What follows belongs to an exercise in optimizing a design on an open flow for small area, a short achievable clock period and few clock cycles; a production flow would make more cautious choices. In this exercise RTL edits were held to simulation tests only and were not proved equivalent to the original. Power and IR drop assume default switching activity.

**flow/run.sh**
```bash
#!/bin/bash
# synth_recipe.tcl (not shown) runs the flow's synth.tcl, then flattens the netlist and writes it again
# the make line also repeats each setting of config.mk as NAME=value (left out here)
make -C /OpenROAD-flow-scripts/flow DESIGN_CONFIG=/design/flow/config.mk WORK_HOME=/design/flow/orfs CLKGATE_MAP_FILE= SYNTH_SCRIPT=/design/flow/synth_recipe.tcl finish
```
**flow/design.v**
```verilog
module JAM (
input CLK,
input RST,
output reg [2:0] W,
output reg [2:0] J,
input [6:0] Cost,
output reg [3:0] MatchCount,
output reg [9:0] MinCost,
output reg Valid );
localparam ST_HUNG  = 3'd0;
localparam ST_TIGHT = 3'd1;
localparam ST_RED   = 3'd2;
localparam ST_RYS   = 3'd3;
localparam ST_DONE  = 3'd4;
localparam [8:0] INF = 9'h1ff;
reg [2:0]  st;
reg [2:0]  row;           
reg        root;          
reg [2:0]  j0;            
reg [63:0] nvf;           
reg [71:0] mvf;           
reg [23:0] wayf;          
reg [7:0]  wset;          
reg [23:0] pf;            
reg [7:0]  matched, used, pend;
reg [6:0]  Dprev;         
reg [6:0]  D;             
reg [8:0]  best;          
reg [2:0]  j1;
reg [7:0]  Kr;            
reg        isact;
reg [2:0]  iss;
reg [5:0]  tcnt;          
reg        vA, kA, lA; reg [2:0] cA;
reg        vB, kB, lB; reg [2:0] cB;
reg        vC, kC, lC; reg [2:0] cC; reg [6:0] Cr; reg [7:0] YC;
reg        vD, lD;     reg [2:0] cD; reg [8:0] keyD; reg [8:0] mvD;
reg        aact;
reg [2:0]  jj;
reg [2:0]  arow;
reg [7:0]  tmask;
reg [2:0]  trow;
reg [7:0]  Rr, Rc;
reg [7:0]  S;
reg        vF, lF, sF; reg [31:0] F;
reg        vQ, lQ, sQ; reg [7:0]  Q;
function [3:0] pc8;
  input [7:0] x;
  pc8 = x[0] + x[1] + x[2] + x[3] + x[4] + x[5] + x[6] + x[7];
endfunction
function [3:0] mul4;
  input [3:0] a, b;
  mul4 = a * b;
endfunction
function any4;
  input [3:0] x;
  any4 = |x;
endfunction
function two4;
  input [3:0] x;
  two4 = (x[0] & x[1]) | (x[2] & x[3]) | ((x[0] | x[1]) & (x[2] | x[3]));
endfunction
function oneh;
  input [7:0] x;
  oneh = (any4(x[3:0]) ^ any4(x[7:4])) & ~two4(x[3:0]) & ~two4(x[7:4]);
endfunction
wire [63:0] T = {mvf[70:63], mvf[61:54], mvf[52:45], mvf[43:36],
                 mvf[34:27], mvf[25:18], mvf[16:9],  mvf[7:0]};
wire        hung  = (st == ST_HUNG);
wire        tight = (st == ST_TIGHT);
wire       lt_km  = keyD < mvD;
wire       lt_kb  = keyD < best;
wire       lt_mb  = mvD < best;
wire       take   = root || lt_km;
wire [8:0] nm     = take ? keyD : mvD;
wire       upd    = vD && hung && !used[cD];
wire       nlt    = upd && (take ? lt_kb : lt_mb);
wire       dec    = vD && lD && hung;
wire [8:0] bestf  = nlt ? nm : best;
wire [2:0] j1f    = nlt ? cD : j1;
wire       mf     = nlt ? matched[cD] : matched[j1];
wire [2:0] pj1f   = nlt ? pf[cD*3 +: 3] : pf[j1*3 +: 3];
wire       dec_cont = dec && mf;
wire       dec_end  = dec && !mf;
wire [7:0] oh_d   = 8'd1 << cD;
wire       tfirst = (cD == 3'd0) || lt_kb;
wire [7:0] tmask_n = tfirst ? oh_d : ((keyD == best) ? (tmask | oh_d) : tmask);
wire        hiss = hung && isact;
wire        tiss = tight && isact;
reg         issue_now;
reg  [2:0]  icol, irow;
reg         ik, il;
always @(*) begin
  issue_now = 1'b0; icol = 3'd0; irow = row; ik = 1'b0; il = 1'b0;
  if (dec_cont) begin
    issue_now = 1'b1; icol = j1f; irow = pj1f; ik = 1'b1;
  end else if (dec_end) begin
    issue_now = 1'b1; icol = 3'd0; irow = (row == 3'd7) ? 3'd0 : row + 3'd1;
  end else if (hiss) begin
    issue_now = root || (iss != 3'd0);
    icol = (root ? 3'd0 : j0) + iss;
    irow = root ? row : pf[j0*3 +: 3]; il = (iss == 3'd7);
  end else if (tiss) begin
    issue_now = 1'b1; icol = tcnt[2:0]; irow = tcnt[5:3]; il = (tcnt == 6'd63);
  end
end
wire [7:0] nvB    = nvf[cB*8 +: 8];
wire       padd   = (root || tight) && pend[cB];
wire       bsub   = kB || (!root && !tight);
wire [7:0] Zx     = kB ? ~{1'b0, D} : (bsub ? ~Kr : (padd ? {1'b0, Dprev} : 8'd0));
wire [7:0] Y      = nvB + Zx + {7'd0, bsub};
wire       nvwe   = vB && (kB || padd);
wire [9:0] keyC   = {3'd0, Cr} + {{2{YC[7]}}, YC};
reg [7:0] fr, fc, rsel, csel, colm, mr;
integer r, c;
always @(*) begin
  fr = 8'd0; fc = 8'd0; rsel = 8'd0; csel = 8'd0;
  for (r = 0; r < 8; r = r + 1) begin
    mr = T[r*8 +: 8] & Rc;
    if (Rr[r] && oneh(mr)) begin
      fr[r] = 1'b1;
      csel = csel | mr;
    end
  end
  for (c = 0; c < 8; c = c + 1) begin
    for (r = 0; r < 8; r = r + 1) colm[r] = T[r*8 + c];
    colm = colm & Rr;
    if (Rc[c] && oneh(colm)) begin
      fc[c] = 1'b1;
      rsel = rsel | colm;
    end
  end
end
wire red_done = (fr == 8'd0) && (fc == 8'd0);
wire [7:0] S_next = ((S | ~Rc) + 8'd1) & Rc;
reg  [31:0] fac;
always @(*) begin
  for (r = 0; r < 8; r = r + 1)
    fac[r*4 +: 4] = Rr[r] ? pc8(T[r*8 +: 8] & S) : 4'd1;
end
wire [3:0] q0 = mul4(mul4(F[3:0],   F[7:4]),   mul4(F[11:8],  F[15:12]));
wire [3:0] q1 = mul4(mul4(F[19:16], F[23:20]), mul4(F[27:24], F[31:28]));
wire [3:0] prod = mul4(Q[3:0], Q[7:4]);
always @(posedge CLK) begin
  if (RST) begin
    st <= ST_HUNG;
    row <= 3'd0; root <= 1'b1; j0 <= 3'd0;
    nvf <= 64'd0; wset <= 8'd0; matched <= 8'd0; used <= 8'd0; pend <= 8'd0;
    Dprev <= 7'd0; D <= 7'd0; best <= INF;
    W <= 3'd0; J <= 3'd0;
    vA <= 1'b1; kA <= 1'b0; lA <= 1'b0; cA <= 3'd0;
    isact <= 1'b1; iss <= 3'd1;
    vB <= 1'b0; vC <= 1'b0; vD <= 1'b0;
    lB <= 1'b0; lC <= 1'b0; lD <= 1'b0;
    aact <= 1'b0;
    vF <= 1'b0; vQ <= 1'b0;
    MinCost <= 10'd0; MatchCount <= 4'd0; Valid <= 1'b0;
  end else begin
    vA <= issue_now; kA <= ik; lA <= il; cA <= icol;
    if (issue_now) begin
      W <= irow; J <= icol;
    end
    if (hiss) begin
      iss <= iss + 3'd1;
      if (iss == 3'd7) isact <= 1'b0;
    end
    if (tiss) begin
      tcnt <= tcnt + 6'd1;
      if (tcnt == 6'd63) isact <= 1'b0;
    end
    vB <= vA; kB <= kA; lB <= lA; cB <= cA;
    vC <= vB; kC <= kB; lC <= lB; cC <= cB; Cr <= Cost; YC <= Y;
    if (nvwe) nvf[cB*8 +: 8] <= Y;
    if (vB && padd) pend[cB] <= 1'b0;
    vD <= vC && !kC; lD <= lC; cD <= cC; keyD <= keyC[8:0];
    mvD <= mvf[cC*9 +: 9];
    if (vC && kC) Kr <= keyC[7:0];
    if (upd) begin
      if (take) mvf[cD*9 +: 9] <= keyD;
      if (take && !root) begin
        wayf[cD*3 +: 3] <= j0;
        wset[cD] <= 1'b1;
      end
      if (nlt) begin
        best <= nm; j1 <= cD;
      end
    end
    if (dec_cont) begin
      j0 <= j1f; root <= 1'b0; used[j1f] <= 1'b1; D <= bestf[6:0];
      iss <= 3'd0; isact <= 1'b1; best <= INF;
      if (root) wset <= 8'd0;
    end
    if (dec_end) begin
      MinCost <= MinCost + {3'd0, bestf[6:0]};
      pend <= used; Dprev <= bestf[6:0]; used <= 8'd0; D <= 7'd0;
      if (root) wset <= 8'd0;
      best <= INF; root <= 1'b1;
      iss <= 3'd1; isact <= 1'b1;
      if (row == 3'd7) begin
        st <= ST_TIGHT; tcnt <= 6'd1; trow <= 3'd0;
      end else begin
        row <= row + 3'd1;
        aact <= 1'b1; jj <= j1f; arow <= row;
      end
    end
    if (aact) begin
      matched[jj] <= 1'b1;
      if (wset[jj]) begin
        pf[jj*3 +: 3] <= pf[wayf[jj*3 +: 3]*3 +: 3];
        jj <= wayf[jj*3 +: 3];
      end else begin
        pf[jj*3 +: 3] <= arow;
        aact <= 1'b0;
      end
    end
    if (tight && vD) begin
      if (tfirst) best <= keyD;
      tmask <= tmask_n;
      if (cD == 3'd7) begin
        mvf[trow*9 +: 9] <= {1'b0, tmask_n};
        trow <= trow + 3'd1;
        if (trow == 3'd7) begin
          st <= ST_RED; Rr <= 8'hff; Rc <= 8'hff;
        end
      end
    end
    if (st == ST_RED) begin
      Rr <= Rr & ~fr & ~rsel;
      Rc <= Rc & ~fc & ~csel;
      if (red_done) begin
        st <= ST_RYS; S <= 8'd0; MatchCount <= 4'd0;
      end
    end
    vF <= 1'b0;
    if (st == ST_RYS) begin
      vF <= 1'b1; F <= fac; sF <= (^S) ^ (^Rc); lF <= (S_next == 8'd0);
      S <= S_next;
      if (S_next == 8'd0) st <= ST_DONE;
    end
    vQ <= vF; lQ <= lF; sQ <= sF; Q <= {q1, q0};
    if (vQ) begin
      MatchCount <= sQ ? MatchCount - prod : MatchCount + prod;
      if (lQ) Valid <= 1'b1;
    end
  end
end
endmodule
```
**flow/constraint.sdc**
```tcl
create_clock -name core_clock -period 7.0 [get_ports {CLK}]
set_input_delay 1.4000 -clock core_clock [delete_from_list [all_inputs] [get_ports {CLK}]]
set_output_delay 1.4000 -clock core_clock [all_outputs]
set_load 0.01 [all_outputs]
```
**flow/config.mk**
```make
export PLATFORM = sky130hd
export DESIGN_NAME = JAM
export DESIGN_NICKNAME = JAM
export VERILOG_FILES = /design/flow/design.v
export SDC_FILE = /design/flow/constraint.sdc
export NUM_CORES = 4
export LEC_CHECK = 0
export CAP_MARGIN = 20
export CORE_MARGIN = 2
export CORE_UTILIZATION = 40
export SLEW_MARGIN = 20
```
==> impl_metrics.tcl, run 1 <==
set metrics [dict create \
    worstPathMaxFanout 10 \
    period_needed_ns 5.42 \
    yosysWarnings 1 \
    combPwrFrac_pct 11.1 \
    synth.largest_area_cell "edfxtp_1" \
    synth_flop_cell "edfxtp_1" \
    port_buffers 29 \
    worstSetupPathType "flop to flop" \
    cts_hold_buf 0 \
    drt_pass1_iterations 7 \
    initial_utilization_pct 40.6 \
    final_cells 3632 \
    min_path_type "flop to flop" \
    synth_seq_cells 435 \
    fin_setup_tns_ns 0 \
    post_cts_buffers 0 \
    ios 30 \
    p_leak_nw 11.5 \
    clk_path_buf_depth 3 \
    cts_resized 0 \
    synth.area.top_cells "edfxtp_1, dfxtp_1, ha_1" \
    grt_max_degree 80 \
    final_net_count 2899 \
    clock_skew_ns 0.0617 \
    rows 95 \
    status "timing/DRC/antenna clean" \
    p_per_area_mw_per_mm2 215 \
    cts_root_buf "clkbuf_16" \
    cp-start-kind "flop" \
    clk_pin_slew_ns 0.06 \
    syn_inst 2793 \
    hold_viol_final 0 \
    vias 22600 \
    hpwl_um 64000 \
    synth_edf_count 266 \
    cp_slowest_cell "nor3b_1" \
    clk_latency_ns 0.62 \
    p_int_mw 4.73 \
    grt_pass1_vias 22500 \
    critical-path-top-delay-family "compound AO/OA/AOI/OAI gates" \
    coreArea_sq_mm 0.0674 \
    drtIter0Drc 3142 \
    crit_path_end_kind "flop" \
    finalWorstSetupSlack_ns 1.58 \
    syn_nets 2974 \
    finalCritPeriodShare_pct 77.4 \
    cp_data_required_time_ns 7.56 \
    antenna_found_initial 2 \
    ant_nets 0 \
    h-tree-depth 2 \
    cp_cell_sequence "nor3b_1, nor2_1, a21oi_1, a211oi_1, a21oi_1, ha_1, nor2b_1, o21ai_0, a21boi_0, o21ai_0, a21boi_0, o21a_1, or3_1, a211oi_1, a22oi_1, nor2_1" \
    maxCapViolations 0 \
    fin_util_pct 44.6 \
    grt_pass1_wl_um 140000 \
    slowest_delay_ns 0.91 \
    yosysMostFrequentCell "nand2_1" \
    cp_data_arrival_time_ns 5.98 \
    place_area_sq_mm 0.0283 \
    gp_congestion 1.04 \
    max_freq_mhz 184 \
    syn2layout_area_growth_pct 9.99 \
    viasPerCell 6.23 \
    placed_cells 3539 \
    cts_buffers 50 \
    fp.dieW_um 265 \
    switching_share_pct 27.0 \
    final_max_slew_viol_count 0 \
    drive_gt1_share_pct 9.35 \
    fp.dieArea_sq_mm 0.0704 \
    synth.avg_cell_area_sq_um 9.79 \
    cp.buffers_inverters 0 \
    switchingPower_mw 1.75 \
    netlist_area_sq_mm 0.0273 \
    seqPwrFrac_pct 46.1 \
    preCtsSetupSlack_ns 1.80 \
    drc_errors 0 \
    gr-usage-all-layers_pct 25.9 \
    die_h_um 265 \
    finalWirelength_um 92000 \
    async_reset_ff_share_pct 0 \
    clock_sink_count 435 \
    clkPwrFrac_pct 42.8 \
    tritoncts "yes" \
    yosysSeqAreaShare_pct 41.6 \
    ir_drop_uv 222 \
    slew-limit-headroom_pct 25.2 \
    worst_pin_slew_ns 1.12 \
    setup_violations 0 \
    routedWlPerCell_um 25.3 \
    synth_top_area_share_pct 29.2 \
    synth_common_cells "nand2_1, edfxtp_1, nor2_1" \
    fin_area_sq_mm 0.0301 \
    rsz0062_at_grt "false" \
    overflow 0 \
    yosysUniqueCellTypes 82 \
]
final cells by class:
| class | instances | area [sq um] |
|---|---|---|
| Antenna cell | 1 | 2.50 |
| Sequential cell | 435 | 11400 |
| Clock inverter | 29 | 353 |
| Multi-Input combinational cell | 2044 | 14900 |
| Timing Repair Buffer | 60 | 520 |
| Inverter | 127 | 484 |
| Clock buffer | 63 | 1380 |
| Fill cell | 6321 | 37300 |
| Tap cell | 873 | 1090 |
metrics by stage:
| stage | hold WS, ns | total power [mW] |
|---|---|---|
| final | 0.405 | 6.48 |
| after global routing | 0.417 | 6.70 |
| after CTS | 0.409 | 6.51 |
| after detailed placement | 0.395 | 3.73 |
| after global placement | 0.391 | 3.72 |
| after floorplan | 0.386 | 3.47 |
cells by family after synthesis:
kind of cell	after synthesis	synth area share, %
flops	435	41.6
simple gates	931	15.7
compound gates	637	16.2
fa+ha+maj	174	8.99
buf+inv	314	4.37
mux	180	9.25
xor+xnor	122	3.91
per-layer routing:
layer | vias to the layer above | track usage (%) | wire (um)
li1 | 10000 | - | -
met1 | 11000 | 34.6 | 37400
met2 | 1275 | 41.7 | 42000
met3 | 278 | 4.77 | 8780
met4 | 2 | 10.2 | 3820
met5 | - | 0 | 13
power by group through the flow:
stage	combinational, mW	clock (mW)	sequential, mW
floorplan	0.570	0	2.90
global placement	0.693	0	3.03
detailed placement	0.705	0	3.03
CTS	0.710	2.82	2.97
global route	0.795	2.92	2.98
finish	0.718	2.78	2.98
cell usage in the layout, fill, tap and decap left out, types with 45 or more instances in the layout:
cell / instances
nand3_1: 52
o22ai_1: 70
ha_1: 134
mux2_2: 58
mux4_2: 52
and2_1: 87
xnor2_1: 94
mux2i_1: 67
dfxtp_1: 169
nand2_1: 369
o21ai_0: 45
a21oi_1: 147
inv_1: 122
nor2_1: 229
a22oi_1: 158
edfxtp_1: 266
clkbuf_16: 51
worst reg2reg max path, cell delays in order (launching register included):
cell and delay [ns]:
dfxtp_1 0.38, nor3b_1 0.91, nor2_1 0.13, a21oi_1 0.63
a211oi_1 0.17, a21oi_1 0.28, ha_1 0.28, nor2b_1 0.12
o21ai_0 0.22, a21boi_0 0.16, o21ai_0 0.26, a21boi_0 0.16
o21a_1 0.20, or3_1 0.33, a211oi_1 0.79, a22oi_1 0.21
nor2_1 0.12
worst paths after layout:
check             slack [ns]  cells after the start  endpoint  startpoint
setup / recovery        1.58                     16   nvf[31]       st[0]
hold / removal          0.40                      0     cB[2]       cA[2]
setup reg to reg        1.58                     16   nvf[31]       st[0]
hold reg to reg         0.40                      0     cB[2]       cA[2]
state kept, by name (all words and copies together) (netlist names), 9 cells and up:
register and count:
pf 24, nvf 64, mvD 9, best 9, F 32, keyD 9, mvf 72, MinCost 10
wayf 24
Testbench counts, summed over its fixed seeds: cycles 5,266.
==> inputs of run 2 (changes only) <==
--- a/flow/design.v
+++ b/flow/design.v
@@ -12,20 +12,20 @@
 localparam ST_RED   = 3'd2;
 localparam ST_RYS   = 3'd3;
 localparam ST_DONE  = 3'd4;
-localparam [8:0] INF = 9'h1ff;
+localparam [7:0] INF = 8'hff;
 reg [2:0]  st;
 reg [2:0]  row;           
 reg        root;          
 reg [2:0]  j0;            
 reg [63:0] nvf;           
-reg [71:0] mvf;           
+reg [63:0] mvf;           
 reg [23:0] wayf;          
 reg [7:0]  wset;          
 reg [23:0] pf;            
 reg [7:0]  matched, used, pend;
 reg [6:0]  Dprev;         
 reg [6:0]  D;             
-reg [8:0]  best;          
+reg [7:0]  best;          
 reg [2:0]  j1;
 reg [7:0]  Kr;            
 reg        isact;
@@ -34,7 +34,7 @@
 reg        vA, kA, lA; reg [2:0] cA;
 reg        vB, kB, lB; reg [2:0] cB;
 reg        vC, kC, lC; reg [2:0] cC; reg [6:0] Cr; reg [7:0] YC;
-reg        vD, lD;     reg [2:0] cD; reg [8:0] keyD; reg [8:0] mvD;
+reg        vD, lD;     reg [2:0] cD; reg [7:0] keyD; reg [7:0] mvD;
 reg        aact;
 reg [2:0]  jj;
 reg [2:0]  arow;
@@ -64,19 +64,18 @@
   input [7:0] x;
   oneh = (any4(x[3:0]) ^ any4(x[7:4])) & ~two4(x[3:0]) & ~two4(x[7:4]);
 endfunction
-wire [63:0] T = {mvf[70:63], mvf[61:54], mvf[52:45], mvf[43:36],
-                 mvf[34:27], mvf[25:18], mvf[16:9],  mvf[7:0]};
+wire [63:0] T = mvf;
 wire        hung  = (st == ST_HUNG);
 wire        tight = (st == ST_TIGHT);
 wire       lt_km  = keyD < mvD;
 wire       lt_kb  = keyD < best;
 wire       lt_mb  = mvD < best;
 wire       take   = root || lt_km;
-wire [8:0] nm     = take ? keyD : mvD;
+wire [7:0] nm     = take ? keyD : mvD;
 wire       upd    = vD && hung && !used[cD];
 wire       nlt    = upd && (take ? lt_kb : lt_mb);
 wire       dec    = vD && lD && hung;
-wire [8:0] bestf  = nlt ? nm : best;
+wire [7:0] bestf  = nlt ? nm : best;
 wire [2:0] j1f    = nlt ? cD : j1;
 wire       mf     = nlt ? matched[cD] : matched[j1];
 wire [2:0] pj1f   = nlt ? pf[cD*3 +: 3] : pf[j1*3 +: 3];
@@ -172,11 +171,11 @@
     vC <= vB; kC <= kB; lC <= lB; cC <= cB; Cr <= Cost; YC <= Y;
     if (nvwe) nvf[cB*8 +: 8] <= Y;
     if (vB && padd) pend[cB] <= 1'b0;
-    vD <= vC && !kC; lD <= lC; cD <= cC; keyD <= keyC[8:0];
-    mvD <= mvf[cC*9 +: 9];
+    vD <= vC && !kC; lD <= lC; cD <= cC; keyD <= keyC[8] ? 8'hff : keyC[7:0];
+    mvD <= mvf[cC*8 +: 8];
     if (vC && kC) Kr <= keyC[7:0];
     if (upd) begin
-      if (take) mvf[cD*9 +: 9] <= keyD;
+      if (take) mvf[cD*8 +: 8] <= keyD;
       if (take && !root) begin
         wayf[cD*3 +: 3] <= j0;
         wset[cD] <= 1'b1;
@@ -217,7 +216,7 @@
       if (tfirst) best <= keyD;
       tmask <= tmask_n;
       if (cD == 3'd7) begin
-        mvf[trow*9 +: 9] <= {1'b0, tmask_n};
+        mvf[trow*8 +: 8] <= tmask_n;
         trow <= trow + 3'd1;
         if (trow == 3'd7) begin
           st <= ST_RED; Rr <= 8'hff; Rc <= 8'hff;
==> impl_metrics.tcl, run 2 <==
set metrics [dict create \
    ios 30 \
    worstSetupPathType "flop to flop" \
    synth.largest_area_cell "edfxtp_1" \
    post_cts_buffers 0 \
    synth_common_cells "nand2_1, edfxtp_1, nor2_1" \
    coreArea_sq_mm 0.0670 \
    cts_resized 0 \
    whs_path_depth 0 \
    initial_utilization_pct 40.3 \
    hpwl_um 64300 \
    grt_max_degree 85 \
    max_freq_mhz 185 \
    period_needed_ns 5.40 \
    final_max_slew_viol_count 0 \
    synth_flop_cell "edfxtp_1" \
    antenna_found_initial 2 \
    p_leak_nw 11.2 \
    h-tree-depth 2 \
    yosysWarnings 1 \
    routedWlPerCell_um 25.0 \
    grt_pass1_wl_um 139000 \
    clk_pin_slew_ns 0.06 \
    ir_drop_uv 227 \
    cp_data_arrival_time_ns 5.95 \
    r2r_start "cD[0]" \
    finalCritPeriodShare_pct 77.2 \
    placed_cells 3555 \
    final_cell_mix "nand2_1, edfxtp_1, nor2_1" \
    maxCapViolations 0 \
    gr-usage-all-layers_pct 25.7 \
    syn_nets 2986 \
    synth.area.top_cells "edfxtp_1, dfxtp_1, ha_1" \
    hold_viol_final 0 \
    overflow 0 \
    fin_setup_tns_ns 0 \
    async_reset_ff_share_pct 0 \
    r2r_end "pend[4]" \
    fp.dieArea_sq_mm 0.0696 \
    cts_root_buf "clkbuf_16" \
    drc_errors 0 \
    clk_path_buf_depth 3 \
    viasPerCell 6.23 \
    drtIter0Drc 2827 \
    final_cells 3650 \
    min_path_type "flop to flop" \
    crit_path_end_kind "flop" \
    finalWirelength_um 91300 \
    ant_nets 0 \
    syn_inst 2802 \
    clock_sink_count 424 \
    gp_congestion 0.990 \
    layout_commonest_cell "nand2_1" \
    yosysUniqueCellTypes 78 \
    cts_buffers 48 \
    cts_hold_buf 0 \
    worst_pin_slew_ns 1.10 \
    final_net_count 2919 \
    drt_pass1_iterations 8 \
    slew-limit-headroom_pct 25.7 \
    netlist_area_sq_mm 0.0270 \
    synth_seq_cells 424 \
    hp-start "kA" \
    vias 22700 \
    rows 95 \
    fp.dieW_um 264 \
    grt_pass1_vias 22800 \
    fin_util_pct 44.3 \
    cp-start-kind "flop" \
    tritoncts "yes" \
    yosysSeqAreaShare_pct 40.9 \
    status "timing/DRC/antenna clean" \
    p_per_area_mw_per_mm2 210 \
    worstPathMaxFanout 17 \
    min_to "kB" \
    clock_skew_ns 0.0557 \
    clk_latency_ns 0.62 \
    yosysMostFrequentCell "nand2_1" \
    syn2layout_area_growth_pct 9.93 \
    reg.largest.list "mvf (64), nvf (64), F (32)" \
    rsz0062_at_grt "false" \
    synth.avg_cell_area_sq_um 9.64 \
    cp_data_required_time_ns 7.54 \
    reg2reg_slack_ns 1.60 \
    port_buffers 29 \
    ff2ff_path_depth 11 \
    synth_top_area_share_pct 28.5 \
    die_h_um 264 \
    synth_edf_count 256 \
    setup_violations 0 \
    drive_gt1_share_pct 8.61 \
]
## run 2: cell count changes after synthesis, moves of 17 or more
cell	before	now
inv_1	123	145
o21ai_0	45	64
a22oi_1	158	181
mux2_2	58	29
nand2_1	369	334
nor3_1	22	43
nor2_1	230	187
clkbuf_1	156	173
nand3_1	52	90
## run 2: final cells by class
| type | instances | area, sq um |
|---|---|---|
| antenna | 2 | 5.00 |
| fill | 6362 | 37300 |
| multi-input combinational | 2034 | 14700 |
| timing repair buffer | 79 | 658 |
| tap | 873 | 1090 |
| clock buffer | 76 | 1440 |
| sequential | 424 | 11100 |
| clock inverter | 14 | 178 |
| inverter | 148 | 561 |
## run 2: layer usage
metal / global-route usage, % / vias to the layer above / routed length, um
met4: 12.9 / 2 / 4890
met5: 0 / - / 19
met2: 43.0 / 1102 / 43000
li1: - / 10200 / -
met1: 31.6 / 11200 / 35800
met3: 5.07 / 300 / 7680
## run 2: worst max-delay path by stage
| stage | start | end | slack [ns] | depth (start not counted) |
|---|---|---|---|---|
| finish | cD[0] | pend[4] | 1.60 | 11 |
| global route | keyD[2] | D[0] | 1.24 | 13 |
| CTS | cD[0] | pend[4] | 1.71 | 11 |
| detailed placement | keyD[2] | pend[4] | 1.77 | 13 |
| global placement | keyD[2] | D[5] | 1.96 | 13 |
| floorplan | RST | Cr[0] | 1.13 | 3 |
## run 2: through the flow
step           cell area [sq um]  total power, mW  setup WS [ns]  hold WS [ns]
2_1_floorplan              27000             3.40           1.13         0.386
3_3_place_gp               28000             3.66           1.96         0.388
3_5_place_dp               28000             3.68           1.77         0.391
4_1_cts                    29700             6.26           1.71         0.394
5_1_grt                    29700             6.45           1.24         0.408
6_report                   29700             6.23           1.60         0.397
## run 2: power breakdown
part           internal, mW  switching, mW  leakage, nW
combinational         0.298          0.468         6.65
clock                  1.50           1.08        0.790
sequential             2.73          0.161         3.76
total                  4.52           1.71         11.2
## run 2: kinds of logic after synthesis
logic type               share of synthesized area, %
AND/OR/NAND/NOR                                  16.2
flip-flops                                       40.9
multiplexers                                     7.53
adder cells (fa/ha/maj)                          9.35
buffers and inverters                            4.81
AO/OA/AOI/OAI                                    17.5
XOR/XNOR                                         3.79
## run 2: critical path, stage by stage (launching register included)
cell	delay [ns]
edfxtp_1	0.70
mux4_2	0.58
nand2_1	0.09
nand4_1	0.42
a221o_1	0.57
nor2_1	0.77
inv_1	0.54
o211ai_2	0.50
a211o_1	0.58
buf_4	0.29
o221ai_1	0.13
a21oi_1	0.16
Testbench counts of run 2, summed over its fixed seeds: cycles 5,266.
==> inputs of run 3 (changes only) <==
--- a/flow/config.mk
+++ b/flow/config.mk
@@ -5,7 +5,9 @@
 export SDC_FILE = /design/flow/constraint.sdc
 export NUM_CORES = 4
 export LEC_CHECK = 0
+export ABC_CLOCK_PERIOD_IN_PS = 3000
 export CAP_MARGIN = 20
 export CORE_MARGIN = 2
 export CORE_UTILIZATION = 40
+export SETUP_SLACK_MARGIN = 4.0
 export SLEW_MARGIN = 20
==> impl_metrics.tcl, run 3 <==
set metrics [dict create \
    fp.dieW_um 264 \
    ios 30 \
    synthXorXnorAreaFrac_pct 3.79 \
    finalCritPeriodShare_pct 55.7 \
    rows 95 \
    layout_commonest_cell "nand2_1" \
    cts_buffers 48 \
    critical-path-top-delay-family "compound AO/OA/AOI/OAI gates" \
    worstPathMaxFanout 7 \
    ir_drop_uv 173 \
    synth.area.top_cells "edfxtp_1, dfxtp_1, ha_1" \
    cts_hold_buf 0 \
    slowest_delay_ns 0.43 \
    cp.buffers_inverters 1 \
    slew-limit-headroom_pct 30.3 \
    viasPerCell 6.25 \
    cp_slowest_cell "edfxtp_1" \
    period_needed_ns 3.90 \
    rsz0062_at_grt "true" \
    reg.largest.list "mvf (64), nvf (64), F (32)" \
    synth_top_area_share_pct 28.5 \
    cp-start-kind "flop" \
    cts_root_buf "clkbuf_16" \
    synth_seq_cells 424 \
    yosysUniqueCellTypes 78 \
    drt_pass1_iterations 8 \
    synth.avg_cell_area_sq_um 9.64 \
    p_int_mw 5.00 \
    synth.mux.area_fraction_pct 7.53 \
    synthAdderAreaFrac_pct 9.35 \
    grt_pass1_wl_um 153000 \
    grt_max_degree 102 \
    yosysWarnings 1 \
    worst_hold_slack_ns 0.403 \
    clock_skew_ns 0.0180 \
    final_net_count 3261 \
    p_per_area_mw_per_mm2 193 \
    hold_viol_final 0 \
    synth_top_family_by_area "compound AO/OA/AOI/OAI gates" \
    synth_common_cells "nand2_1, edfxtp_1, nor2_1" \
    switchingPower_mw 1.91 \
    drtIter0Drc 3127 \
    overflow 0 \
    combPwrFrac_pct 17.1 \
    syn_inst 2802 \
    drc_errors 0 \
    tritoncts "yes" \
    initial_utilization_pct 40.3 \
    yosysMostFrequentCell "nand2_1" \
    switching_share_pct 27.7 \
    vias 24900 \
    clk_path_buf_depth 3 \
    maxCapViolations 0 \
    clock_sink_count 424 \
    hpwl_um 64800 \
    final_cell_mix "nand2_1, buf_4, edfxtp_1" \
    clk_latency_ns 0.61 \
    grt_pass1_vias 24400 \
    h-tree-depth 2 \
    synth.largest_area_cell "edfxtp_1" \
    syn2layout_area_growth_pct 32.2 \
    seq_area_sq_mm 0.0111 \
    fin_setup_tns_ns 0 \
    clk_pin_slew_ns 0.06 \
    fp.dieArea_sq_mm 0.0696 \
    met3_length_um 10100 \
    dr.max_layer_used "met5" \
    port_buffers 29 \
    yosys.area_share.simple_pct 16.2 \
    final_max_slew_viol_count 0 \
    routedWlPerCell_um 26.4 \
    p_leak_nw 13.6 \
    cp_data_required_time_ns 7.52 \
    worst_pin_slew_ns 1.05 \
    netlist_area_sq_mm 0.0270 \
    ant_nets 0 \
    antenna_found_initial 3 \
    syn_nets 2986 \
    multiInputGateArea_sq_mm 0.0171 \
    gp_congestion 0.957 \
    async_reset_ff_share_pct 0 \
    synth_flop_cell "edfxtp_1" \
    wl_met1_um 39400 \
    synth-compound-area-share_pct 17.5 \
    wl_met2_um 49700 \
    min_path_type "flop to flop" \
    worstSetupPathType "flop to flop" \
    coreArea_sq_mm 0.0670 \
    max_freq_mhz 256 \
    clkPwrFrac_pct 42.0 \
    p_total_mw 6.91 \
    drive_gt1_share_pct 32.1 \
    setup_violations 0 \
    yosysSeqAreaShare_pct 40.9 \
    die_h_um 264 \
    seqPwrFrac_pct 40.9 \
    cp_data_arrival_time_ns 4.42 \
    synth_edf_count 256 \
    crit_path_end_kind "flop" \
    fill_cells 5835 \
    cp_cell_sequence "buf_12, mux4_2, nand2_2, a21oi_4, a211oi_2, a21oi_2, ha_1, nor2b_1, o21ai_2, a21boi_2, o21ai_2, a21boi_2, o21a_1, or3_4, a21boi_4, o21ai_1, a21oi_1" \
    finalWirelength_um 105000 \
    gr-usage-all-layers_pct 28.7 \
    status "timing/DRC/antenna clean" \
]
[run 3: final cells by class]
type                    instances  share of cell area [%]
multi-input cells            2036                    48.0
clock buffers                  67                    4.01
well taps                     873                    3.06
diodes                          3                  0.0210
inverters                     148                    1.66
clock inverters                23                    1.09
repair buffers                419                    11.2
flip-flops and latches        424                    31.0
[run 3: per-stage QoR]
step	util [%]	area (sq um)	worst slack (ns)	cells
6_report	53.3	35700	3.10	3993
3_3_place_gp	42.2	28300	2.24	3543
2_1_floorplan	-	27600	3.36	2802
3_5_place_dp	42.2	28300	2.05	3545
4_1_cts	50.2	33700	3.17	3898
5_1_grt	53.2	35700	2.95	3990
[run 3: cells by family after synthesis]
kind of cell,after synthesis
DFF,424
and+or+nand+nor,922
AOI/OAI and AO/OA,678
xor gates and xnor gates,117
buffers and inverters,344
muxes,137
adders and majority gates,180
[run 3: worst reg2reg max path, cell delays in order, from the launching register on]
cell and delay [ns]:
edfxtp_1 0.43, buf_12 0.16, mux4_2 0.34, nand2_2 0.08, a21oi_4 0.32, a211oi_2 0.13, a21oi_2 0.23, ha_1 0.28
nor2b_1 0.16, o21ai_2 0.19, a21boi_2 0.10, o21ai_2 0.22, a21boi_2 0.09, o21a_1 0.20, or3_4 0.36, a21boi_4 0.29
o21ai_1 0.12, a21oi_1 0.15
[run 3: final timing paths]
path	cells after the start	to	startpoint	slack (ns)
min	0	cB[1]	cA[1]	0.40
min reg2reg	0	cB[1]	cA[1]	0.40
max	17	nvf[63]	cB[0]	3.10
max reg2reg	17	nvf[63]	cB[0]	3.10
[run 3: power by group through the flow]
stage               clock [mW]  combinational (mW)  sequential, mW
floorplan                    0               0.616            2.81
global placement             0               0.753            2.93
detailed placement           0               0.773            2.93
CTS                       2.94                1.04            2.82
global route              3.04                1.25            2.83
finish                    2.90                1.18            2.83
[run 3: what timing repair did]
action                                  in CTS  in global routing
pin swaps                                   87                140
endpoints found under the setup margin     351                334
resized for setup                          293                268
setup buffers                              256                 86
cloned                                       7                  6
[run 3: routing by layer]
metal | global-route usage, % | up-vias
met1 | 35.4 | 12300
li1 | - | 10900
met3 | 6.98 | 399
met4 | 14.1 | 2
met2 | 47.0 | 1363
met5 | 0 | -
==> inputs of run 4 (changes only) <==
--- a/flow/design.v
+++ b/flow/design.v
@@ -22,17 +22,21 @@
 reg [23:0] wayf;          
 reg [7:0]  wset;          
 reg [23:0] pf;            
-reg [7:0]  matched, used, pend;
+reg [7:0]  matched;
+reg [7:0]  used;          
 reg [6:0]  Dprev;         
 reg [6:0]  D;             
 reg [7:0]  best;          
 reg [2:0]  j1;
 reg [7:0]  Kr;            
+reg        post, mfr;
+reg [2:0]  j1r;
+reg [6:0]  bestr;
 reg        isact;
 reg [2:0]  iss;
 reg [5:0]  tcnt;          
-reg        vA, kA, lA; reg [2:0] cA;
-reg        vB, kB, lB; reg [2:0] cB;
+reg        vA, kA, lA, mA; reg [2:0] cA;
+reg        vB, kB, lB, mB, pB; reg [2:0] cB; reg [7:0] nvB;
 reg        vC, kC, lC; reg [2:0] cC; reg [6:0] Cr; reg [7:0] YC;
 reg        vD, lD;     reg [2:0] cD; reg [7:0] keyD; reg [7:0] mvD;
 reg        aact;
@@ -81,32 +85,34 @@
 wire [2:0] pj1f   = nlt ? pf[cD*3 +: 3] : pf[j1*3 +: 3];
 wire       dec_cont = dec && mf;
 wire       dec_end  = dec && !mf;
+wire       nrow7  = (row == 3'd7);
 wire [7:0] oh_d   = 8'd1 << cD;
 wire       tfirst = (cD == 3'd0) || lt_kb;
 wire [7:0] tmask_n = tfirst ? oh_d : ((keyD == best) ? (tmask | oh_d) : tmask);
-wire        hiss = hung && isact;
+wire        hiss = hung && isact && !post;
 wire        tiss = tight && isact;
 reg         issue_now;
 reg  [2:0]  icol, irow;
-reg         ik, il;
+reg         ik, il, im;
 always @(*) begin
-  issue_now = 1'b0; icol = 3'd0; irow = row; ik = 1'b0; il = 1'b0;
+  issue_now = 1'b0; icol = 3'd0; irow = row; ik = 1'b0; il = 1'b0; im = 1'b1;
   if (dec_cont) begin
-    issue_now = 1'b1; icol = j1f; irow = pj1f; ik = 1'b1;
+    issue_now = 1'b1; icol = j1f; irow = pj1f; ik = 1'b1; im = 1'b0;
   end else if (dec_end) begin
-    issue_now = 1'b1; icol = 3'd0; irow = (row == 3'd7) ? 3'd0 : row + 3'd1;
+    issue_now = 1'b1; icol = 3'd0; irow = nrow7 ? 3'd0 : row + 3'd1;
+  end else if (post) begin
+    issue_now = !mfr; icol = 3'd1; irow = nrow7 ? 3'd0 : row + 3'd1;
   end else if (hiss) begin
-    issue_now = root || (iss != 3'd0);
+    issue_now = 1'b1;
     icol = (root ? 3'd0 : j0) + iss;
-    irow = root ? row : pf[j0*3 +: 3]; il = (iss == 3'd7);
+    irow = root ? row : pf[j0*3 +: 3]; il = (iss == 3'd7); im = root;
   end else if (tiss) begin
     issue_now = 1'b1; icol = tcnt[2:0]; irow = tcnt[5:3]; il = (tcnt == 6'd63);
   end
 end
-wire [7:0] nvB    = nvf[cB*8 +: 8];
-wire       padd   = (root || tight) && pend[cB];
-wire       bsub   = kB || (!root && !tight);
-wire [7:0] Zx     = kB ? ~{1'b0, D} : (bsub ? ~Kr : (padd ? {1'b0, Dprev} : 8'd0));
+wire       padd   = mB && pB;
+wire       bsub   = !mB;
+wire [7:0] Zx     = kB ? ~{1'b0, D} : (bsub ? ~Kr : (pB ? {1'b0, Dprev} : 8'd0));
 wire [7:0] Y      = nvB + Zx + {7'd0, bsub};
 wire       nvwe   = vB && (kB || padd);
 wire [9:0] keyC   = {3'd0, Cr} + {{2{YC[7]}}, YC};
@@ -144,10 +150,11 @@
   if (RST) begin
     st <= ST_HUNG;
     row <= 3'd0; root <= 1'b1; j0 <= 3'd0;
-    nvf <= 64'd0; wset <= 8'd0; matched <= 8'd0; used <= 8'd0; pend <= 8'd0;
+    nvf <= 64'd0; wset <= 8'd0; matched <= 8'd0; used <= 8'd0;
     Dprev <= 7'd0; D <= 7'd0; best <= INF;
+    post <= 1'b0;
     W <= 3'd0; J <= 3'd0;
-    vA <= 1'b1; kA <= 1'b0; lA <= 1'b0; cA <= 3'd0;
+    vA <= 1'b1; kA <= 1'b0; lA <= 1'b0; cA <= 3'd0; mA <= 1'b1;
     isact <= 1'b1; iss <= 3'd1;
     vB <= 1'b0; vC <= 1'b0; vD <= 1'b0;
     lB <= 1'b0; lC <= 1'b0; lD <= 1'b0;
@@ -155,7 +162,7 @@
     vF <= 1'b0; vQ <= 1'b0;
     MinCost <= 10'd0; MatchCount <= 4'd0; Valid <= 1'b0;
   end else begin
-    vA <= issue_now; kA <= ik; lA <= il; cA <= icol;
+    vA <= issue_now; kA <= ik; lA <= il; cA <= icol; mA <= im;
     if (issue_now) begin
       W <= irow; J <= icol;
     end
@@ -167,10 +174,11 @@
       tcnt <= tcnt + 6'd1;
       if (tcnt == 6'd63) isact <= 1'b0;
     end
-    vB <= vA; kB <= kA; lB <= lA; cB <= cA;
+    vB <= vA; kB <= kA; lB <= lA; cB <= cA; mB <= mA;
+    nvB <= nvf[cA*8 +: 8]; pB <= used[cA];
     vC <= vB; kC <= kB; lC <= lB; cC <= cB; Cr <= Cost; YC <= Y;
     if (nvwe) nvf[cB*8 +: 8] <= Y;
-    if (vB && padd) pend[cB] <= 1'b0;
+    if (vB && padd) used[cB] <= 1'b0;
     vD <= vC && !kC; lD <= lC; cD <= cC; keyD <= keyC[8] ? 8'hff : keyC[7:0];
     mvD <= mvf[cC*8 +: 8];
     if (vC && kC) Kr <= keyC[7:0];
@@ -184,22 +192,28 @@
         best <= nm; j1 <= cD;
       end
     end
-    if (dec_cont) begin
-      j0 <= j1f; root <= 1'b0; used[j1f] <= 1'b1; D <= bestf[6:0];
-      iss <= 3'd0; isact <= 1'b1; best <= INF;
+    post <= dec;
+    if (dec) begin
+      mfr <= mf; j1r <= j1f; bestr <= bestf[6:0];
+      isact <= 1'b0;
+    end
+    if (post) begin
+      best <= INF;
       if (root) wset <= 8'd0;
-    end
-    if (dec_end) begin
-      MinCost <= MinCost + {3'd0, bestf[6:0]};
-      pend <= used; Dprev <= bestf[6:0]; used <= 8'd0; D <= 7'd0;
-      if (root) wset <= 8'd0;
-      best <= INF; root <= 1'b1;
-      iss <= 3'd1; isact <= 1'b1;
-      if (row == 3'd7) begin
-        st <= ST_TIGHT; tcnt <= 6'd1; trow <= 3'd0;
+      isact <= 1'b1;
+      if (mfr) begin
+        j0 <= j1r; root <= 1'b0; used[j1r] <= 1'b1; D <= bestr;
+        iss <= 3'd1;
       end else begin
-        row <= row + 3'd1;
-        aact <= 1'b1; jj <= j1f; arow <= row;
+        MinCost <= MinCost + {3'd0, bestr};
+        Dprev <= bestr; D <= 7'd0; root <= 1'b1;
+        iss <= 3'd2;
+        if (nrow7) begin
+          st <= ST_TIGHT; tcnt <= 6'd2; trow <= 3'd0;
+        end else begin
+          row <= row + 3'd1;
+          aact <= 1'b1; jj <= j1r; arow <= row;
+        end
       end
     end
     if (aact) begin
--- a/flow/config.mk
+++ b/flow/config.mk
@@ -5,7 +5,6 @@
 export SDC_FILE = /design/flow/constraint.sdc
 export NUM_CORES = 4
 export LEC_CHECK = 0
-export ABC_CLOCK_PERIOD_IN_PS = 3000
 export CAP_MARGIN = 20
 export CORE_MARGIN = 2
 export CORE_UTILIZATION = 40
==> impl_metrics.tcl, run 4 <==
set metrics [dict create \
    status "timing/DRC/antenna clean" \
    rsz0062_at_grt "true" \
    yosysSeqAreaShare_pct 42.3 \
    cp.buffers_inverters 3 \
    slew-limit-headroom_pct 27.2 \
    viasPerCell 6.32 \
    synth_top_area_share_pct 30.5 \
    netlist_area_sq_mm 0.0273 \
    clock_skew_ns 0.0445 \
    worst_pin_slew_ns 1.09 \
    ff2ff_path_depth 13 \
    grt_max_degree 104 \
    fp.dieW_um 265 \
    gr-usage-all-layers_pct 27.6 \
    layout_commonest_cell "nand2_1" \
    cp-start-kind "flop" \
    placed_cells 3505 \
    switching_share_pct 28.7 \
    critPathLaunch "keyD[2]" \
    p_int_mw 4.85 \
    antenna_found_initial 5 \
    crit_path_end_kind "flop" \
    cp_num_cells 13 \
    grt_pass1_vias 24100 \
    maxCapViolations 0 \
    clkPwrFrac_pct 39.8 \
    grt_pass1_wl_um 149000 \
    yosysWarnings 1 \
    min_path_type "flop to flop" \
    clk_path_buf_depth 3 \
    overflow 0 \
    drtIter0Drc 3044 \
    hold_viol_final 0 \
    fill_cells 5924 \
    fp.dieArea_sq_mm 0.0704 \
    cts_hold_buf 0 \
    finalCritPeriodShare_pct 50.7 \
    p_leak_nw 13.2 \
    finalWorstSetupSlack_ns 3.45 \
    cp_data_required_time_ns 7.55 \
    critical-path-top-delay-family "multiplexers" \
    combPwrFrac_pct 16.9 \
    synth_flop_cell "edfxtp_1" \
    h-tree-depth 2 \
    tritoncts "yes" \
    multiInputGateArea_sq_mm 0.0166 \
    cts_buffers 51 \
    synth_common_cells "nand2_1, edfxtp_1, nor2_1" \
    endpoint "W[1]" \
    synth_seq_cells 439 \
    rows 95 \
    drc_errors 0 \
    syn_inst 2773 \
    clk_latency_ns 0.63 \
    p_per_area_mw_per_mm2 196 \
    reg2reg_slack_ns 3.45 \
    die_h_um 265 \
    syn2layout_area_growth_pct 26.8 \
    hpwl_um 62200 \
    switchingPower_mw 1.95 \
    gp_congestion 1.02 \
    finalWirelength_um 101000 \
    final_cells 3926 \
    synth_edf_count 277 \
    seq_area_sq_mm 0.0116 \
    final_cell_mix "nand2_1, edfxtp_1, buf_4" \
    drive_gt1_share_pct 28.9 \
    ios 30 \
    cp_data_arrival_time_ns 4.10 \
    slowest_delay_ns 0.49 \
    max_freq_mhz 282 \
    reg.largest.list "mvf (64), nvf (64), F (32)" \
    final_max_slew_viol_count 0 \
    yosysMostFrequentCell "nand2_1" \
    preCtsSetupSlack_ns 2.56 \
    port_buffers 29 \
    seqPwrFrac_pct 43.3 \
    synth.largest_area_cell "edfxtp_1" \
    place_area_sq_mm 0.0283 \
    yosysUniqueCellTypes 83 \
    final_net_count 3187 \
    cp_cell_sequence "buf_4, buf_4, ha_1, o211ai_1, a21oi_2, or3_4, a21oi_4, mux2i_4, clkinv_4, mux2i_1, mux4_2, mux2i_1, o21a_1" \
    synth.avg_cell_area_sq_um 9.85 \
    period_needed_ns 3.55 \
    worstPathMaxFanout 11 \
    fin_setup_tns_ns 0 \
    cts_root_buf "clkbuf_16" \
    syn_nets 2953 \
    vias 24800 \
    async_reset_ff_share_pct 0 \
    clock_sink_count 439 \
    synth.area.top_cells "edfxtp_1, dfxtp_1, ha_1" \
    r2r_start "keyD[2]" \
    ir_drop_uv 217 \
    cp_slowest_cell "mux4_2" \
    coreArea_sq_mm 0.0674 \
    worstSetupPathType "flop to flop" \
    initial_utilization_pct 40.5 \
    drt_pass1_iterations 14 \
    clk_pin_slew_ns 0.06 \
    fin_area_sq_mm 0.0346 \
    ant_nets 0 \
    setup_violations 0 \
    r2r_end "W[1]" \
    routedWlPerCell_um 25.8 \
]
## run 4: how the worst min path moves through the flow
| stage | slack (ns) | endpoint | start | cells after the start |
|---|---|---|---|---|
| CTS | 0.42 | lQ | lF | 0 |
| detailed placement | 0.41 | lQ | lF | 0 |
| global route | 0.44 | sQ | sF | 0 |
| floorplan | 0.39 | kB | kA | 0 |
| finish | 0.42 | lQ | lF | 0 |
| global placement | 0.41 | lQ | lF | 0 |
## run 4: worst reg2reg max path, stage by stage (launching register included)
cell and delay, ns:
edfxtp_1 0.44, buf_4 0.16, buf_4 0.20, ha_1 0.33, o211ai_1 0.15, a21oi_2 0.12, or3_4 0.42, a21oi_4 0.23
mux2i_4 0.36, clkinv_4 0.15, mux2i_1 0.16, mux4_2 0.49, mux2i_1 0.15, o21a_1 0.13
## run 4: repair_timing
| item | 4_1_cts | 5_1_grt |
|---|---|---|
| gates resized for setup | 221 | 246 |
| cloned | 5 | 4 |
| setup buffers | 207 | 105 |
| endpoints found under the setup margin | 302 | 232 |
| pin swaps | 59 | 130 |
## run 4: kinds of logic (layout without fill, tap and decap cells)
family          after synthesis  count (layout)  share of synthesized area, %
xor+xnor                    118             119                          3.78
buf+inv                     322             592                          4.48
fa+ha+maj                   173             173                          8.95
mux                         146             146                          7.96
compound gates              624             625                          15.8
flops                       439             439                          42.3
other cells                   0               3                             0
simple gates                951             956                          16.7
## run 4: stage by stage
stage	power, mW	hold WS, ns	utilization [%]
2_1_floorplan	3.54	0.386	-
4_1_cts	6.67	0.420	48.4
5_1_grt	7.01	0.438	51.4
3_3_place_gp	3.80	0.411	42.1
6_report	6.79	0.418	51.4
3_5_place_dp	3.82	0.407	42.1
## run 4: metal layers
metal,track usage [%],up-vias,wire length (um)
met2,44.1,1559,46100
met5,0,-,30
met3,7.48,467,10800
li1,-,10700,-
met4,14.7,4,6260
met1,34.2,12100,38100
## run 4: final cells by class
| class | instances | area share (%) |
|---|---|---|
| clock inverter | 30 | 0.849 |
| timing repair buffer | 369 | 9.26 |
| sequential | 439 | 33.4 |
| inverter | 126 | 1.43 |
| multi-input combinational | 2019 | 47.8 |
| tap | 873 | 3.15 |
| timing repair inverter | 1 | 0.0470 |
| antenna | 3 | 0.0217 |
| clock buffer | 66 | 4.02 |
## run 4: power groups by stage
stage	sequential (mW)	combinational (mW)	clock, mW
2_1_floorplan	2.93	0.613	0
3_3_place_gp	3.08	0.721	0
3_5_place_dp	3.08	0.737	0
4_1_cts	2.95	0.982	2.73
5_1_grt	2.95	1.21	2.85
6_report	2.95	1.15	2.70
Testbench counts of run 4, summed over its fixed seeds: cycles 5,266.
==> inputs of run 5 (changes only) <==
--- a/flow/config.mk
+++ b/flow/config.mk
@@ -8,5 +8,5 @@
 export CAP_MARGIN = 20
 export CORE_MARGIN = 2
 export CORE_UTILIZATION = 40
-export SETUP_SLACK_MARGIN = 4.0
+export SETUP_SLACK_MARGIN = 3.3
 export SLEW_MARGIN = 20
==> impl_metrics.tcl, run 5 <==
set metrics [dict create \
    yosysWarnings 1 \
    hpwl_um 63700 \
    cts_hold_buf 0 \
    maxCapViolations 0 \
    synth_flop_cell "edfxtp_1" \
    fin_util_pct 46.6 \
    worstSetupPathType "flop to flop" \
    clk_path_buf_depth 3 \
    rows 95 \
    clk_latency_ns 0.64 \
    finalWorstSetupSlack_ns 3.34 \
    crit_path_end_kind "flop" \
    min_path_type "flop to flop" \
    async_reset_ff_share_pct 0 \
    finalCritPeriodShare_pct 52.2 \
    ir_drop_uv 237 \
    slew-limit-headroom_pct 25.9 \
    final_cell_mix "nand2_1, edfxtp_1, nor2_1" \
    ios 30 \
    crit_top_cell "fa_1" \
    setup_violations 0 \
    diodes 0 \
    syn_nets 2953 \
    syn_inst 2773 \
    worst_pin_slew_ns 1.11 \
    antenna_found_initial 3 \
    synth.area.top_cells "edfxtp_1, dfxtp_1, ha_1" \
    period_needed_ns 3.66 \
    final_cells 3747 \
    routedWlPerCell_um 25.9 \
    viasPerCell 6.35 \
    drt_pass1_iterations 14 \
    fp.dieW_um 265 \
    reg2reg_slack_ns 3.34 \
    drc_errors 0 \
    tritoncts "yes" \
    syn2layout_area_growth_pct 15.0 \
    die_h_um 265 \
    cts_root_buf "clkbuf_16" \
    cp_data_required_time_ns 7.37 \
    port_buffers 29 \
    coreArea_sq_mm 0.0674 \
    yosysSeqAreaShare_pct 42.3 \
    reg.largest.list "mvf (64), nvf (64), F (32)" \
    p_per_area_mw_per_mm2 209 \
    cp-start-kind "flop" \
    gr-usage-all-layers_pct 26.7 \
    overflow 0 \
    ant_nets 0 \
    status "timing/DRC/antenna clean" \
    grt_pass1_vias 23000 \
    hold_viol_final 0 \
    max_freq_mhz 274 \
    worst_hold_slack_ns 0.419 \
    yosysUniqueCellTypes 83 \
    fin_setup_tns_ns 0 \
    clock_sink_count 439 \
    layout_commonest_cell "nand2_1" \
    finalWirelength_um 96900 \
    final_net_count 3012 \
    initial_utilization_pct 40.5 \
    p_leak_nw 12.0 \
    synth_edf_count 277 \
    rsz0062_at_grt "true" \
    drtIter0Drc 3008 \
    cp_cell_sequence "and2_1, fa_1, inv_1, fa_1, fa_1, inv_1, ha_1, fa_1, xor2_1, and2_1" \
    synth_common_cells "nand2_1, edfxtp_1, nor2_1" \
    cts_buffers 50 \
    gp_congestion 1.01 \
    synth.avg_cell_area_sq_um 9.85 \
    final_max_slew_viol_count 0 \
    yosysMostFrequentCell "nand2_1" \
    placed_cells 3511 \
    vias 23800 \
    grt_max_degree 91 \
    fp.dieArea_sq_mm 0.0704 \
    h-tree-depth 2 \
    clock_skew_ns 0.0512 \
    worstPathMaxFanout 5 \
    synth_top_area_share_pct 30.5 \
    slowest_delay_ns 0.55 \
    cp_data_arrival_time_ns 4.03 \
    drive_gt1_share_pct 14.9 \
    grt_pass1_wl_um 143000 \
    synth.largest_area_cell "edfxtp_1" \
    clk_pin_slew_ns 0.06 \
    preCtsSetupSlack_ns 2.31 \
    synth_seq_cells 439 \
    netlist_area_sq_mm 0.0273 \
    cp_slowest_cell "fa_1" \
]
-- run 5: path summary, 6_finish.rpt --
path                 to  cells past startpoint  startpoint
setup / recovery  F[18]                     10     mvf[32]
hold / removal       kB                      0          kA
setup reg to reg  F[18]                     10     mvf[32]
hold reg to reg      kB                      0          kA
-- run 5: worst max-delay path: cells and delay by family (launching register included) --
| family | cells | cell delay [ns] |
|---|---|---|
| buffers and inverters | 2 | 0.10 |
| xor gates and xnor gates | 1 | 0.16 |
| DFF | 1 | 0.54 |
| adders and majority gates | 5 | 2.22 |
| and+or+nand+nor | 2 | 0.43 |
-- run 5: final cells by class --
cell class,count,area (sq um)
clock inverter,32,340
tap,873,1090
sequential,439,11600
clock buffer,62,1350
inverter,126,483
fill,6197,36000
timing repair inverter,1,8.76
multi-input combinational,2013,14900
timing repair buffer,201,1640
-- run 5: power breakdown --
part | switching (mW) | internal, mW | total (mW)
Combinational | 0.545 | 0.364 | 0.909
Sequential | 0.140 | 2.84 | 2.98
Clock | 1.18 | 1.51 | 2.69
Total | 1.87 | 4.71 | 6.58
-- run 5: cell families (layout without fill, tap and decap cells) --
family,count (synthesis),count (layout),synth area share (%)
compound gates,624,625,15.8
xor+xnor,118,118,3.78
buf+inv,322,422,4.48
fa+ha+maj,173,173,8.95
flops,439,439,42.3
mux,146,146,7.96
simple gates,951,951,16.7
-- run 5: stage by stage --
stage	total power, mW	area (sq um)
2_1_floorplan	3.52	27300
3_3_place_gp	3.80	28200
3_5_place_dp	3.81	28200
4_1_cts	6.53	30400
5_1_grt	6.79	31400
6_report	6.58	31400
-- run 5: timing repair --
item                       CTS  global route
setup endpoints to repair  140           116
pin swaps                    4            22
resized for setup           29            34
setup buffers               40            98
gates cloned                 1             1
-- run 5: layer usage --
metal / vias up / global-route usage (%) / routed length, um
met3: 379 / 5.65 / 9120
met2: 1450 / 44.1 / 45000
met1: 11600 / 33.1 / 37200
met4: 4 / 13.3 / 5600
met5: - / 0 / 24
li1: 10300 / - / -
==> inputs of run 6 (changes only) <==
--- a/flow/design.v
+++ b/flow/design.v
@@ -25,7 +25,6 @@
 reg [7:0]  matched;
 reg [7:0]  used;          
 reg [6:0]  Dprev;         
-reg [6:0]  D;             
 reg [7:0]  best;          
 reg [2:0]  j1;
 reg [7:0]  Kr;            
@@ -36,8 +35,7 @@
 reg [2:0]  iss;
 reg [5:0]  tcnt;          
 reg        vA, kA, lA, mA; reg [2:0] cA;
-reg        vB, kB, lB, mB, pB; reg [2:0] cB; reg [7:0] nvB;
-reg        vC, kC, lC; reg [2:0] cC; reg [6:0] Cr; reg [7:0] YC;
+reg        vB, kB, lB; reg [2:0] cB; reg [7:0] YB;
 reg        vD, lD;     reg [2:0] cD; reg [7:0] keyD; reg [7:0] mvD;
 reg        aact;
 reg [2:0]  jj;
@@ -110,12 +108,15 @@
     issue_now = 1'b1; icol = tcnt[2:0]; irow = tcnt[5:3]; il = (tcnt == 6'd63);
   end
 end
-wire       padd   = mB && pB;
-wire       bsub   = !mB;
-wire [7:0] Zx     = kB ? ~{1'b0, D} : (bsub ? ~Kr : (pB ? {1'b0, Dprev} : 8'd0));
-wire [7:0] Y      = nvB + Zx + {7'd0, bsub};
-wire       nvwe   = vB && (kB || padd);
-wire [9:0] keyC   = {3'd0, Cr} + {{2{YC[7]}}, YC};
+wire [7:0] nvA    = nvf[cA*8 +: 8];
+wire       pA     = used[cA];
+wire       padd   = mA && pA;
+wire       asub   = !mA;
+wire [6:0] Dp     = post ? bestr : Dprev;
+wire [7:0] Zx     = kA ? ~{1'b0, bestr} : (asub ? ~Kr : (pA ? {1'b0, Dp} : 8'd0));
+wire [7:0] Y      = nvA + Zx + {7'd0, asub};
+wire       nvwe   = vA && (kA || padd);
+wire [9:0] keyB   = {3'd0, Cost} + {{2{YB[7]}}, YB};
 reg [7:0] fr, fc, rsel, csel, colm, mr;
 integer r, c;
 always @(*) begin
@@ -151,13 +152,13 @@
     st <= ST_HUNG;
     row <= 3'd0; root <= 1'b1; j0 <= 3'd0;
     nvf <= 64'd0; wset <= 8'd0; matched <= 8'd0; used <= 8'd0;
-    Dprev <= 7'd0; D <= 7'd0; best <= INF;
+    Dprev <= 7'd0; best <= INF;
     post <= 1'b0;
     W <= 3'd0; J <= 3'd0;
     vA <= 1'b1; kA <= 1'b0; lA <= 1'b0; cA <= 3'd0; mA <= 1'b1;
     isact <= 1'b1; iss <= 3'd1;
-    vB <= 1'b0; vC <= 1'b0; vD <= 1'b0;
-    lB <= 1'b0; lC <= 1'b0; lD <= 1'b0;
+    vB <= 1'b0; vD <= 1'b0;
+    lB <= 1'b0; lD <= 1'b0;
     aact <= 1'b0;
     vF <= 1'b0; vQ <= 1'b0;
     MinCost <= 10'd0; MatchCount <= 4'd0; Valid <= 1'b0;
@@ -174,14 +175,12 @@
       tcnt <= tcnt + 6'd1;
       if (tcnt == 6'd63) isact <= 1'b0;
     end
-    vB <= vA; kB <= kA; lB <= lA; cB <= cA; mB <= mA;
-    nvB <= nvf[cA*8 +: 8]; pB <= used[cA];
-    vC <= vB; kC <= kB; lC <= lB; cC <= cB; Cr <= Cost; YC <= Y;
-    if (nvwe) nvf[cB*8 +: 8] <= Y;
-    if (vB && padd) used[cB] <= 1'b0;
-    vD <= vC && !kC; lD <= lC; cD <= cC; keyD <= keyC[8] ? 8'hff : keyC[7:0];
-    mvD <= mvf[cC*8 +: 8];
-    if (vC && kC) Kr <= keyC[7:0];
+    vB <= vA; kB <= kA; lB <= lA; cB <= cA; YB <= Y;
+    if (nvwe) nvf[cA*8 +: 8] <= Y;
+    if (vA && padd) used[cA] <= 1'b0;
+    vD <= vB && !kB; lD <= lB; cD <= cB; keyD <= keyB[8] ? 8'hff : keyB[7:0];
+    mvD <= mvf[cB*8 +: 8];
+    if (vB && kB) Kr <= keyB[7:0];
     if (upd) begin
       if (take) mvf[cD*8 +: 8] <= keyD;
       if (take && !root) begin
@@ -202,11 +201,11 @@
       if (root) wset <= 8'd0;
       isact <= 1'b1;
       if (mfr) begin
-        j0 <= j1r; root <= 1'b0; used[j1r] <= 1'b1; D <= bestr;
+        j0 <= j1r; root <= 1'b0; used[j1r] <= 1'b1;
         iss <= 3'd1;
       end else begin
         MinCost <= MinCost + {3'd0, bestr};
-        Dprev <= bestr; D <= 7'd0; root <= 1'b1;
+        Dprev <= bestr; root <= 1'b1;
         iss <= 3'd2;
         if (nrow7) begin
           st <= ST_TIGHT; tcnt <= 6'd2; trow <= 3'd0;
==> impl_metrics.tcl, run 6 <==
set metrics [dict create \
    worstPathMaxFanout 4 \
    grt_pass1_vias 22500 \
    synthAdderAreaFrac_pct 9.40 \
    synth.area.top_cells "edfxtp_1, dfxtp_1, ha_1" \
    critical-path-top-delay-family "multiplexers" \
    drtIter0Drc 3078 \
    cp_cell_sequence "ha_1, o21a_1, o21bai_1, o32ai_2, mux2_4, nor2_8, mux2i_4, buf_6, mux4_2, mux2_2, nor4_2, nor3_1" \
    cp_data_required_time_ns 7.49 \
    reg2reg_slack_ns 3.33 \
    clock_skew_ns 0.0395 \
    clk_pin_slew_ns 0.07 \
    coreArea_sq_mm 0.0647 \
    ff2ff_path_depth 12 \
    crit_path_end_kind "flop" \
    grt_max_degree 96 \
    min_to "sQ" \
    synth-compound-area-share_pct 16.7 \
    fin_setup_tns_ns 0 \
    ios 30 \
    setup_violations 0 \
    cp_data_arrival_time_ns 4.17 \
    gp_congestion 0.993 \
    diodes 0 \
    die_h_um 260 \
    p_per_area_mw_per_mm2 203 \
    p_leak_nw 11.5 \
    grt_pass1_wl_um 140000 \
    final_cell_mix "nand2_1, edfxtp_1, nor2_1" \
    worst_pin_slew_ns 1.14 \
    rsz0062_at_grt "true" \
    min_path_type "flop to flop" \
    synth_top_family_by_area "simple AND/OR/NAND/NOR gates" \
    max_freq_mhz 272 \
    slew-limit-headroom_pct 23.2 \
    finalCritPeriodShare_pct 52.5 \
    netlist_area_sq_mm 0.0263 \
    maxCapViolations 0 \
    reg.largest.list "mvf (64), nvf (64), F (32)" \
    hold_viol_final 0 \
    synthXorXnorAreaFrac_pct 3.94 \
    status "timing/DRC/antenna clean" \
    h-tree-depth 2 \
    antenna_found_initial 4 \
    syn2layout_area_growth_pct 15.5 \
    cp.buffers_inverters 1 \
    drc_errors 0 \
    gr-usage-all-layers_pct 27.2 \
    hp-start "sF" \
    fp.dieArea_sq_mm 0.0677 \
    placed_cells 3451 \
    cp-start-kind "flop" \
    ir_drop_uv 225 \
    cts_buffers 48 \
    initial_utilization_pct 40.6 \
    routedWlPerCell_um 25.7 \
    cts_root_buf "clkbuf_16" \
    whs_path_depth 0 \
    slowest_delay_ns 0.53 \
    yosysSeqAreaShare_pct 41.0 \
    r2r_end "W[2]" \
    synth_flop_cell "edfxtp_1" \
    cts_hold_buf 0 \
    cp_slowest_cell "edfxtp_1" \
    wl_met2_um 43300 \
    port_buffers 29 \
    drt_pass1_iterations 6 \
    final_max_slew_viol_count 0 \
    dr.max_layer_used "met5" \
    synth.mux.area_fraction_pct 7.75 \
    synth_common_cells "nand2_1, edfxtp_1, nor2_1" \
    overflow 0 \
    final_cells 3662 \
    ant_nets 0 \
    met3_length_um 9150 \
    synth.largest_area_cell "edfxtp_1" \
    worstSetupPathType "flop to flop" \
    synth.avg_cell_area_sq_um 9.74 \
    drive_gt1_share_pct 15.0 \
    synth_edf_count 256 \
    yosysWarnings 1 \
    tritoncts "yes" \
    synth_seq_cells 409 \
    yosysMostFrequentCell "nand2_1" \
    hpwl_um 63500 \
    fp.dieW_um 260 \
    yosysUniqueCellTypes 74 \
    rows 93 \
    synth_top_area_share_pct 29.3 \
    layout_commonest_cell "nand2_1" \
    async_reset_ff_share_pct 0 \
    viasPerCell 6.28 \
    r2r_start "keyD[3]" \
    finalWirelength_um 94100 \
    yosys.area_share.simple_pct 17.0 \
    period_needed_ns 3.67 \
    clock_sink_count 409 \
    vias 23000 \
    syn_inst 2694 \
    final_net_count 2951 \
    clk_latency_ns 0.61 \
    clk_path_buf_depth 3 \
    wl_met1_um 36800 \
    syn_nets 2875 \
]
## run 6: per-layer routing
metal	up-vias	track usage (%)
li1	10100	-
met1	11200	34.8
met2	1344	44.3
met3	334	5.73
met4	6	12.2
met5	-	0
## run 6: area by class of cell
type	instances	area [sq um]
timing repair buffer	197	1670
clock buffer	62	1370
tap	855	1070
inverter	125	487
sequential	409	10800
clock inverter	25	185
fill	6037	34400
multi-input combinational	1989	14800
## run 6: logic make-up after synthesis
family                   count (synthesis)
AO/OA/AOI/OAI                          619
XOR/XNOR                               118
multiplexers                           132
adder cells (fa/ha/maj)                175
flip-flops                             409
buffers and inverters                  296
AND/OR/NAND/NOR                        945
## run 6: what timing repair did
action	CTS	global route
setup endpoints to repair	159	121
gates resized for setup	51	43
pin swaps	8	23
buffers inserted	54	69
cloned	1	0
## run 6: metrics by stage
stage	utilization (%)	power [mW]	cell area, sq um	hold slack [ns]	worst slack [ns]
floorplan	-	3.29	26300	0.400	3.31
global placement	42.2	3.56	27300	0.418	2.42
detailed placement	42.3	3.58	27400	0.414	2.29
CTS	45.7	6.11	29600	0.424	3.23
global route	46.9	6.35	30300	0.442	3.20
finish	46.9	6.15	30300	0.421	3.33
## run 6: how the worst max path moves through the flow
stage                     slack [ns]  endpoint    start  depth (start not counted)
after floorplan                 3.31      Q[0]      RST                          3
after global placement          2.42        mA  keyD[1]                         11
after detailed placement        2.29        mA  keyD[1]                         11
after CTS                       3.23   mvf[19]  keyD[2]                          9
after global routing            3.20        mA  keyD[3]                         13
final                           3.33      W[2]  keyD[3]                         12
## run 6: power by group
group          total [mW]  switching, mW  internal, mW
combinational       0.885          0.526         0.360
clock                2.50           1.08          1.42
sequential           2.77          0.135          2.63
Testbench counts of run 6, summed over its fixed seeds: cycles 4,912.

==> what the ideal ports hide <==
The results above use ideal ports. As a check the final layouts listed here were re-extracted and re-timed, cells and wires unchanged.
Step 1: set_driving_cell puts a clkbuf_16 on CLK and a buf_2 on each other input, an assumption about the parent block.
Step 2 moves the port delays by t, midway between the first and last clock arrival at a register: inputs arrive t later, outputs are due t later. That takes back most of the time a late clock gives input paths.
a / b / c = ideal ports / drivers / drivers and shift; a / b = the first two.
run | t (ns) | setup slack, ns | worst setup path after step 2
run 1 | 0.656 | 1.580 / 1.580 / 1.580 | register to register
run 2 | 0.653 | 1.595 / 1.595 / 1.595 | register to register
run 3 | 0.661 | 3.101 / 3.101 / 3.101 | register to register
run 4 | 0.665 | 3.452 / 3.452 / 3.452 | register to register
run 5 | 0.669 | 3.344 / 3.344 / 3.344 | register to register
run 6 | 0.645 | 3.326 / 3.326 / 3.085 | input to register
After both steps every run listed still meets setup and hold. For run 6, which loses most, drivers alone change the setup slack by 0.000 ns; drivers and shift together by -0.241 ns.
